Source: an optimization exercise on an open RTL-to-GDS flow (aim: small area and a short achievable clock period). Production flows keep margins and buffers that such runs may drop. Function was checked by simulation only, so behaviour that the tests miss may differ from the original.

==> flow/design.v, too long to show whole: its modules and the start of the top module <==
// module multiplier: 2554 lines
// module FA: 4 lines
// module FAX: 6 lines
// module XOR2: 3 lines
// module MAJ: 3 lines
// module BENC: 5 lines
// module PPSEL: 3 lines
// module HA: 4 lines
// module CPA: 1638 lines
// module INV: 3 lines
// module NAND2: 3 lines
// module NOR2: 3 lines
// module XNOR2: 3 lines
// module AOI21: 3 lines
// module OAI21: 3 lines
module multiplier (
    input clk,
    input rst,
    input start,
    input [31:0] A,
    input [31:0] B,
    input [7:0] Physical_address_in,
    input [31:0] PC_in,
    output [63:0] Product,
    output reg done,
    output reg [7:0] Physical_address_out,
    output reg [31:0] PC_out
);
  // ...
==> flow/run.sh <==
#!/bin/bash
# synth_recipe.tcl (not shown) runs the flow's synth.tcl, then flattens the netlist and writes it again
# the make line also repeats each setting of config.mk as NAME=value (left out here)
make -C /OpenROAD-flow-scripts/flow DESIGN_CONFIG=/design/flow/config.mk WORK_HOME=/design/flow/orfs CLKGATE_MAP_FILE= SYNTH_SCRIPT=/design/flow/synth_recipe.tcl finish
==> flow/config.mk <==
export PLATFORM = sky130hd
export DESIGN_NAME = multiplier
export DESIGN_NICKNAME = multiplier
export VERILOG_FILES = /design/flow/design.v
export SDC_FILE = /design/flow/constraint.sdc
export NUM_CORES = 8
export LEC_CHECK = 0
export CAP_MARGIN = 20
export CORE_MARGIN = 2
export CORE_UTILIZATION = 40
export SETUP_SLACK_MARGIN = 1
export SLEW_MARGIN = 20
export SYNTH_HIERARCHICAL = 1
export SYNTH_MINIMUM_KEEP_SIZE = 0
==> flow/constraint.sdc <==
create_clock -name core_clock -period 5.0 [get_ports {clk}]
set_input_delay 1.0000 -clock core_clock [delete_from_list [all_inputs] [get_ports {clk}]]
set_output_delay 1.0000 -clock core_clock [all_outputs]
set_load 0.01 [all_outputs]
==> run summary, run 1 <==
In the final layout, the registers with the most flip-flops are PC_out: 32 flops, Physical_address_out: 8 flops. The biggest slice of the area belongs to multi-input combinational cells. The commonest non-fill, non-tap cell in the layout is sky130_fd_sc_hd__xnor2_1. The flow ran to the end and the layout has no timing, DRC or antenna violations. The H-tree level count is 1. The filler cell count is 6486.

The sequential share of the synthesized area came out at 0.146. The number of instances in the placed design is 4222. The register with the most flip-flops in the layout has 32 of them. Synthesis instantiated 22 different standard cells from the library. The final standard cell area without fillers is 0.0435 mm². The period utilization came out at 0.859. In the layout the commonest cells are 524 x sky130_fd_sc_hd__xnor2_1, 496 x sky130_fd_sc_hd__a22oi_2, 363 x sky130_fd_sc_hd__fa_1. The y dimension of the die is 284 µm.

In the final design database the tool counted 4073 nets. The layer with the highest usage is met2. The largest individual stage delay along the critical path comes from the cell sky130_fd_sc_hd__fa_1. STA classifies the critical path endpoint as an output pin. The number of ordinary inverters in the final layout is 94. By area the synthesized netlist is led by sky130_fd_sc_hd__fa_1 31%, sky130_fd_sc_hd__a22oi_2 20%, sky130_fd_sc_hd__xnor2_1 16%, sky130_fd_sc_hd__dfxtp_1 15%, sky130_fd_sc_hd__a21oi_2 4.1%. OpenSTA, run right after detailed placement, puts the worst setup slack at -0.0397 ns. TritonCTS built the clock tree.
Testbench counts, summed over its fixed seeds: latency 24,000, ops 24,000.
==> run 2: changes to the inputs <==
--- a/flow/config.mk
+++ b/flow/config.mk
@@ -8,7 +8,7 @@
 export CAP_MARGIN = 20
 export CORE_MARGIN = 2
 export CORE_UTILIZATION = 40
-export SETUP_SLACK_MARGIN = 1
+export SETUP_SLACK_MARGIN = 0
 export SLEW_MARGIN = 20
 export SYNTH_HIERARCHICAL = 1
 export SYNTH_MINIMUM_KEEP_SIZE = 0
==> run 2 against run 1 <==
Compared with the run above: sequential share of layout area up 1.5 points; worst hold slack worse by 0.0082 ns; highest routed layer unchanged; routed wire length fell by 7.8%; synthesized cell count unchanged.
==> run summary, run 2 <==
The critical path in this run is classified as reg2out. After clock tree synthesis, the clock-pin slew on the worst setup and hold paths is 0.07 ns. PC_out holds more flip-flops than any other register. The number of flip-flops under the largest register name came to 32 (unchanged). The number of flops mapped to enable cells by yosys is 0. The number of antenna violations at the first check in global routing came out at 11. The floorplan core area came out at 0.0775 mm². The number of violations of the max-capacitance limit is 0.

The post-synthesis async set-or-reset flop share is 0. On the critical path the largest part of the delay comes from simple AND/OR/NAND/NOR gates. The critical path buffer and inverter count is 2. The DRC violations left is 0. Counting the buffers created by CTS gives 26. Yosys attributes the largest share of cell area to sky130_fd_sc_hd__fa_1 31%, sky130_fd_sc_hd__a22oi_2 20%, sky130_fd_sc_hd__xnor2_1 16%, sky130_fd_sc_hd__dfxtp_1 15%, sky130_fd_sc_hd__a21oi_2 4.1%. In the synthesized netlist, the number of instances is 2786. The period utilization is 0.984 (+0.125). In the final routed layout, each cell accounts on average for 26.5 µm.

The largest fanout on the critical path is 3. The number of unique standard cell types used by synthesis was 22 (unchanged). The area growth from synthesis to layout is 21.1%. The top cell type's share of synthesized area is 0.307.

The effective utilization at floorplan is 0.404. The number of top-level pins came out at 212. The final critical-path required period is 4.92 ns.

For hold timing, the worst endpoint is PC_out[30]. The number of buffers added to fix hold violations after cts is 0. The type of destination of the critical path is an output pin. The post-layout net count came to 3837 (-5.8%). The minimum hold slack came out at 0.887 ns.

STA classifies the critical path startpoint as a register. The wire length of the first global-routing pass is 172000 µm. The filler cell count is 7097 (+9.4%). Yosys instantiated no cell more often than sky130_fd_sc_hd__xnor2_1. For this block, the via count after detailed routing is 24749. The die area came out at 0.0805 mm².

The path category of the worst min-delay check is in2reg. On the critical path, the stage with the largest delay is an instance of sky130_fd_sc_hd__fa_1. The commonest register cell after synthesis is sky130_fd_sc_hd__dfxtp_1. The total number of yosys warnings is 7.

The final antenna-violating net count came out at 0. The count of input and output buffers came out at 211. The fraction of layout cells with a size suffix above 1 came out at 0.321. The half-perimeter wire length of the detailed placement result is 91000 µm. The root buffer cell is sky130_fd_sc_hd__clkbuf_16. In the global route stage, overall resource usage came out at 0.279.

The final standard cell area without fillers came out at 0.0379 mm² (-13%). The average cell area after synthesis is 11.2 µm². After clock tree synthesis, the setup repair step added 0 buffers.

The y dimension of the die came out at 284 µm (unchanged).

Headroom to the max-slew limit came out at 0.473. The count of final setup violators came out at 0.

Traced cell by cell, the critical path runs through fa_1 > xor2_2 > inv_1 > nor2_1 > nand2_1 > nor2_1 > nand2_1 > nor2_1 > a21oi_2 > xnor2_1 > clkdlybuf4s50_1. The count of standard-cell rows came out at 102. The routed design has 113000 µm of wire.

The pre-antenna-repair detailed-routing pass consisted of 5 iterations. The final-report hold violation count came to 0. TritonCTS built the clock tree. The run finished with no timing, DRC or antenna violations.

The largest single stage delay on the critical path is 0.63 ns. The sequential share of the synthesized area came out at 0.146 (unchanged). The final-report max-slew violation count came out at 0. The via count of the first global-routing pass is 26778. The sum of overflow across all layers after global routing is 0. The synthesized area is 0.0313 mm². The largest net degree at the start of global routing came out at 39. The number of instances in the placed design came out at 4216 (-0.14%).

The commonest non-fill, non-tap cell in the layout is sky130_fd_sc_hd__xnor2_1. The critical path required time is 4.00 ns. The maximum buffer depth of the clock tree is 3. The maximum clock rate is 203 MHz. The biggest area contributor in the post-synthesis netlist is sky130_fd_sc_hd__fa_1. In the routed layout, each cell is associated on average with a via count of 5.79. The final cell utilization of the core is 0.489. Ranked by instance count, the synthesized netlist is headed by 570 x sky130_fd_sc_hd__xnor2_1, 496 x sky130_fd_sc_hd__a22oi_2, 480 x sky130_fd_sc_hd__fa_1.

The startpoint of the worst hold path is PC_in[30]. The weighted congestion reported at the end of routability-driven placement is 0.970.

The H-tree level count came out at 1 (unchanged). Setup repair after global routing could not meet its margin everywhere. Counting every sink on the clock net gives 229. The top cell types in the final layout, fill and taps aside, are 566 x sky130_fd_sc_hd__xnor2_1, 496 x sky130_fd_sc_hd__a22oi_2, 480 x sky130_fd_sc_hd__fa_1.

For the worst setup path, the data arrival time is 3.92 ns. The synthesized flop and latch total is 229.

The count of cells in the finished layout, fillers not included, comes to 4271. The die width came out at 284 µm. The first routing iteration left 1988 violations.

The number of cells traversed by the worst hold path came out at 1. The largest registers in the layout are PC_out: 32 flops, Physical_address_out: 8 flops. The placed instances occupy a cell area of 0.0367 mm².

The most repeated library cell on the critical path is sky130_fd_sc_hd__nor2_1. At the pin with the least slew margin, the transition time is 0.790 ns.
run 2: cell counts after synthesis:
Identical to the previous run, type by type.
run 2: cell families (layout without fill, tap and decap cells):
| group | after synthesis | in the layout | synth area share |
|---|---|---|---|
| flops | 229 | 229 | 0.146 |
| compound gates | 827 | 827 | 0.269 |
| simple gates | 413 | 413 | 0.0537 |
| buf+inv | 118 | 537 | 0.0175 |
| other cells | 2 | 28 | 0.000240 |
| xor+xnor | 671 | 671 | 0.188 |
| fa+ha+maj | 526 | 526 | 0.325 |
run 2: repair_timing:
action,CTS,global route
cloned,0,0
setup endpoints to repair,20,43
pin swaps,1,1
gates resized for setup,19,62
run 2: metal layers:
metal	wire (µm)	vias up	track usage
met5	34	-	0
met4	3670	6	0.0849
met3	7980	196	0.0480
met2	52300	1044	0.448
met1	49000	13002	0.383
li1	-	10501	-
run 2: Yosys stat by module, one instance, submodules excluded:
module | cell area, µm² | flip-flops and latches | cells
NAND2 | 3.75 | 0 | 1
NOR2 | 3.75 | 0 | 1
CPA | 7.51 | 0 | 1
AOI21 | 8.76 | 0 | 1
BENC | 32.5 | 0 | 5
FA | 20.0 | 0 | 1
OAI21 | 5.00 | 0 | 1
multiplier | 5330 | 229 | 351
XOR2 | 8.76 | 0 | 1
HA | 12.5 | 0 | 1
INV | 3.75 | 0 | 1
PPSEL | 21.3 | 0 | 2
XNOR2 | 8.76 | 0 | 1
run 2: metrics by stage:
stage	TNS [ns]	worst slack (ns)
final	0	0.0800
after CTS	0	0.00192
after global placement	0	0.0497
after global routing	-0.487	-0.0754
after floorplan	0	0.00827
after detailed placement	-0.0153	-0.0153
run 2: final cells by class:
type	count	area, µm²	area share
Multi-Input combinational cell	2458	27100	0.716
Sequential cell	229	4580	0.121
Timing Repair Buffer	395	3650	0.0964
Tap cell	1040	1300	0.0343
Clock buffer	34	742	0.0196
Inverter	94	353	0.00931
Clock inverter	14	113	0.00297
Antenna cell	7	17.5	0.000462
run 2: how the worst max path moves through the flow:
stage / cells after the start / to / slack (ns) / start
after detailed placement: 10 / r35_1 / -0.02 / B[2]
after global routing: 11 / Product[38] / -0.08 / r36_0
after floorplan: 9 / r37_1 / 0.008 / B[4]
after CTS: 11 / Product[57] / 0.002 / r18_0
final: 11 / Product[40] / 0.08 / r26_0
after global placement: 11 / r31_1 / 0.05 / B[6]

[re-timing with driven ports]
In the flow no input, the clock included, has a driving cell. The finished layouts below were timed again as built, in two steps. Step 1, drivers: a clkbuf_16 drives clk and a buf_2 each remaining input, both assumed. Step 2, shift: input delay + t, output delay - t, t = (earliest + latest rising clock arrival at the registers) / 2. This alone moves slack from input paths to output paths. a / b / c = ideal ports / drivers / drivers and shift; a / b = the first two.
| run | shift t [ns] | slack for setup (ns) | worst setup path at the end | cell pins on the clock port's net |
|---|---|---|---|---|
| run 1 | 0.597 | 0.705 / 0.646 / 0.330 | input to register | 1 |
| run 2 | 0.607 | 0.080 / 0.013 / -0.060 | input to register | 1 |
With both steps, setup timing fails in run 2, where it was met with ideal ports. For run 1, which loses most, drivers alone change the setup slack by -0.059 ns; drivers and shift together by -0.375 ns.
